What follows belongs to an exercise in optimizing a design on an open flow for small area and a short achievable clock period; a production flow would make more cautious choices.

## rev 12
==> module bowling, before the edit <==
module bowling(clock, reset, calculate_score, pin_count, roll, score);
input clock;
input reset;
input calculate_score;
input [3:0] pin_count;
input roll;
output [8:0] score;
reg [8:0] score;
reg [3:0] e [0:10];
reg [3:0] o [0:10];
reg [4:0] diff;           
reg ph;                   
reg [4:0] s01;            
reg st;                   
reg [3:0] cc;             
wire [3:0] a = ph ? o[0] : e[0];
wire [3:0] b = ph ? e[0] : o[0];
wire [3:0] c = cc;
wire [3:0] d = ph ? e[1] : o[1];
wire [3:0] f = ph ? o[2] : e[2];
wire bon = st || (s01 == 5'd10);
wire [8:0] score_next = score + s01 + (bon ? c : 4'd0);
wire calc = calculate_score && !roll;
wire shift_e = calc && !(ph && st);
wire shift_o = calc && !(!ph && st);
wire wr_o = roll && (ph ^ diff[0]);
wire wr_e = roll && !(ph ^ diff[0]);
wire head = (diff[4:1] == 4'd0);
wire [4:0] s01_r = pin_count + (diff[0] ? a : b);
wire st_r = diff[0] ? st : (pin_count == 4'd10);
wire [3:0] a_c = st ? b : c;
wire [4:0] s01_c = c + (st ? b : d);
wire st_c = (a_c == 4'd10);
wire [3:0] cc_c = st ? d : f;
wire [4:0] diff_r = diff + 5'd1;
wire [4:0] diff_c = st ? diff - 5'd1 : diff - 5'd2;
integer i;
reg we, wo;
always @(posedge clock) begin
   for (i = 0; i < 11; i = i + 1) begin
      we = wr_e && (diff[4:1] == i);
      wo = wr_o && (diff[4:1] == i);
      e[i] <= ({4{we}} & pin_count)
            | ({4{shift_e}} & ((i < 10) ? e[i+1] : 4'd0))
            | ({4{!we && !shift_e}} & e[i]);
      o[i] <= ({4{wo}} & pin_count)
            | ({4{shift_o}} & ((i < 10) ? o[i+1] : 4'd0))
            | ({4{!wo && !shift_o}} & o[i]);
   end
end
wire up_r = roll && head;
wire up_c = calc;
always @(posedge clock) begin
   s01 <= ({5{up_r}} & s01_r) | ({5{up_c}} & s01_c) | ({5{!up_r && !up_c}} & s01);
   st <= (up_r & st_r) | (up_c & st_c) | (!up_r && !up_c && st);
   cc <= ({4{roll && diff == 5'd2}} & pin_count) | ({4{up_c}} & cc_c)
       | ({4{!(roll && diff == 5'd2) && !up_c}} & cc);
end
always @(posedge clock) begin
   if (reset) begin
      score <= 0;
      diff <= 0;
      ph <= 0;
   end
   else if (roll)
      diff <= diff_r;
   else if (calculate_score) begin
      score <= score_next;
      diff <= diff_c;
      ph <= ph ^ st;
   end
end
endmodule
export LEC_CHECK = 0
export CAP_MARGIN = 20
export CORE_MARGIN = 2
export CORE_UTILIZATION = 40
export SETUP_SLACK_MARGIN = 2.4
export SLEW_MARGIN = 20
create_clock -name core_clock -period 5.0 [get_ports {clock}]
standard.sh (not shown) runs the stock make flow with config.mk's settings and CLKGATE_MAP_FILE= SYNTH_SCRIPT=/design/flow/synth_recipe.tcl, a recipe that flattens the netlist after the stock synthesis.
==> flow/flow/run.sh <==
#!/bin/bash
# The standard layout (standard.sh) with two changes: each port is buffered
# by buf_2 rather than the cell buffer_ports picks by default, and clock tree
# synthesis inserts no dummy loads. ORFS keeps each step's log under
# orfs/logs; make's own output goes to make.log.
set -euo pipefail
export BUFFER_PORTS_ARGS="-buffer_cell sky130_fd_sc_hd__buf_2"
export CTS_ARGS="-sink_clustering_enable -repair_clock_nets -buf_list {sky130_fd_sc_hd__clkbuf_4 sky130_fd_sc_hd__clkbuf_8} -dont_use_dummy_load"
bash standard.sh > make.log 2>&1
Edits applied to the flow inputs when going from rev 12 to rev 13:
==> flow/design.v <==
module bowling(clock, reset, calculate_score, pin_count, roll, score);
input clock;
input reset;
input calculate_score;
input [3:0] pin_count;
input roll;
output [8:0] score;
reg [8:0] score;
reg [3:0] e [0:10];
reg [3:0] o [0:10];
reg [4:0] diff;           
reg ph;                   
reg [4:0] s01x;           
reg phc;                  
reg st;                   
wire [3:0] a = ph ? o[0] : e[0];
wire [3:0] b = ph ? e[0] : o[0];
wire [3:0] c = phc ? o[1] : e[1];
wire [3:0] d = ph ? e[1] : o[1];
wire [4:0] s01 = s01x ^ 5'd10;
wire bon = st || (s01x == 5'd0);
wire [8:0] score_next = score + s01 + (bon ? c : 4'd0);
wire calc = calculate_score && !roll;
wire shift_e = calc && !(ph && st);
wire shift_o = calc && !(!ph && st);
wire wr_o = roll && (ph ^ diff[0]);
wire wr_e = roll && !(ph ^ diff[0]);
wire head = (diff[4:1] == 4'd0);
wire [4:0] s01_r = pin_count + (diff[0] ? a : b);
wire st_r = diff[0] ? st : (pin_count == 4'd10);
wire [3:0] a_c = st ? b : c;
wire [4:0] s01_c = c + (st ? b : d);
wire st_c = (a_c == 4'd10);
wire [4:0] diff_n = diff + (roll ? 5'd1 : {4'hf, st});
integer i;
reg we, wo;
always @(posedge clock) begin
   for (i = 0; i < 11; i = i + 1) begin
      we = wr_e && (diff[4:1] == i);
      wo = wr_o && (diff[4:1] == i);
      e[i] <= ({4{we}} & pin_count)
            | ({4{shift_e}} & ((i < 10) ? e[i+1] : e[i]))
            | ({4{!we && !shift_e}} & e[i]);
      o[i] <= ({4{wo}} & pin_count)
            | ({4{shift_o}} & ((i < 10) ? o[i+1] : o[i]))
            | ({4{!wo && !shift_o}} & o[i]);
   end
end
wire up_r = roll && head;
wire up_c = calc;
always @(posedge clock) begin
   s01x <= ({5{up_r}} & (s01_r ^ 5'd10)) | ({5{up_c}} & (s01_c ^ 5'd10))
         | ({5{!up_r && !up_c}} & s01x);
   st <= (up_r & st_r) | (up_c & st_c) | (!up_r && !up_c && st);
end
always @(posedge clock) begin
   if (reset) begin
      score <= 0;
      diff <= 0;
      ph <= 0;
      phc <= 0;
   end
   else if (roll || calculate_score) begin
      diff <= diff_n;
      if (!roll) begin
         score <= score_next;
         ph <= ph ^ st;
         phc <= phc ^ st;
      end
   end
end
endmodule
==> summary.txt <==
- Rev 13 finished every step from synthesis to the final layout, and the layout passed the timing, design-rule and antenna checks.
- Initial cell density of the core, rev 13 and rev 12: lower on rev 12
- From rev 12 to rev 13 the numbers moved as follows: utilization of the core after routing decreased by 0.17 points relative to the old numbers; net count of the mapped netlist decreased by 4.6% relative to the old numbers; cell count after placement decreased by 32 relative to the old numbers; number of instances in the synthesized netlist decreased by about 4.3% relative to the old numbers.
Function was not checked in any run of this note: the RTL went through the layout flow alone.

## what the ideal ports hide
The flow's constraints put no driver on any port. The routed layouts listed below were extracted and timed again, unchanged, in two steps.
Step 1 sets driving cells, clkbuf_16 on the clock port and buf_2 on the other inputs (assumed; they add their load-dependent delay and slew).
Step 2 adds t to the input delays and takes it off the output delays; t is the mean of the earliest and latest rising clock arrival at the registers after step 1. Input paths then give back, and output paths get back, about the clock's delay inside the block.
a / b / c = ideal ports / drivers / drivers and shift; a / b = the first two.
run | t (ns) | slack for setup (ns) | clock arrival spread, ns
rev 12 | 0.461 | 2.337 / 2.337 / 2.180 | 0.024 / 0.024
rev 13 | 0.413 | 2.045 / 2.045 / 2.045 | 0.031 / 0.030
After both steps setup and hold are still met in every run listed. The setup slack of rev 12, which loses most, moves by 0.000 ns with the drivers and by -0.157 ns with both steps.
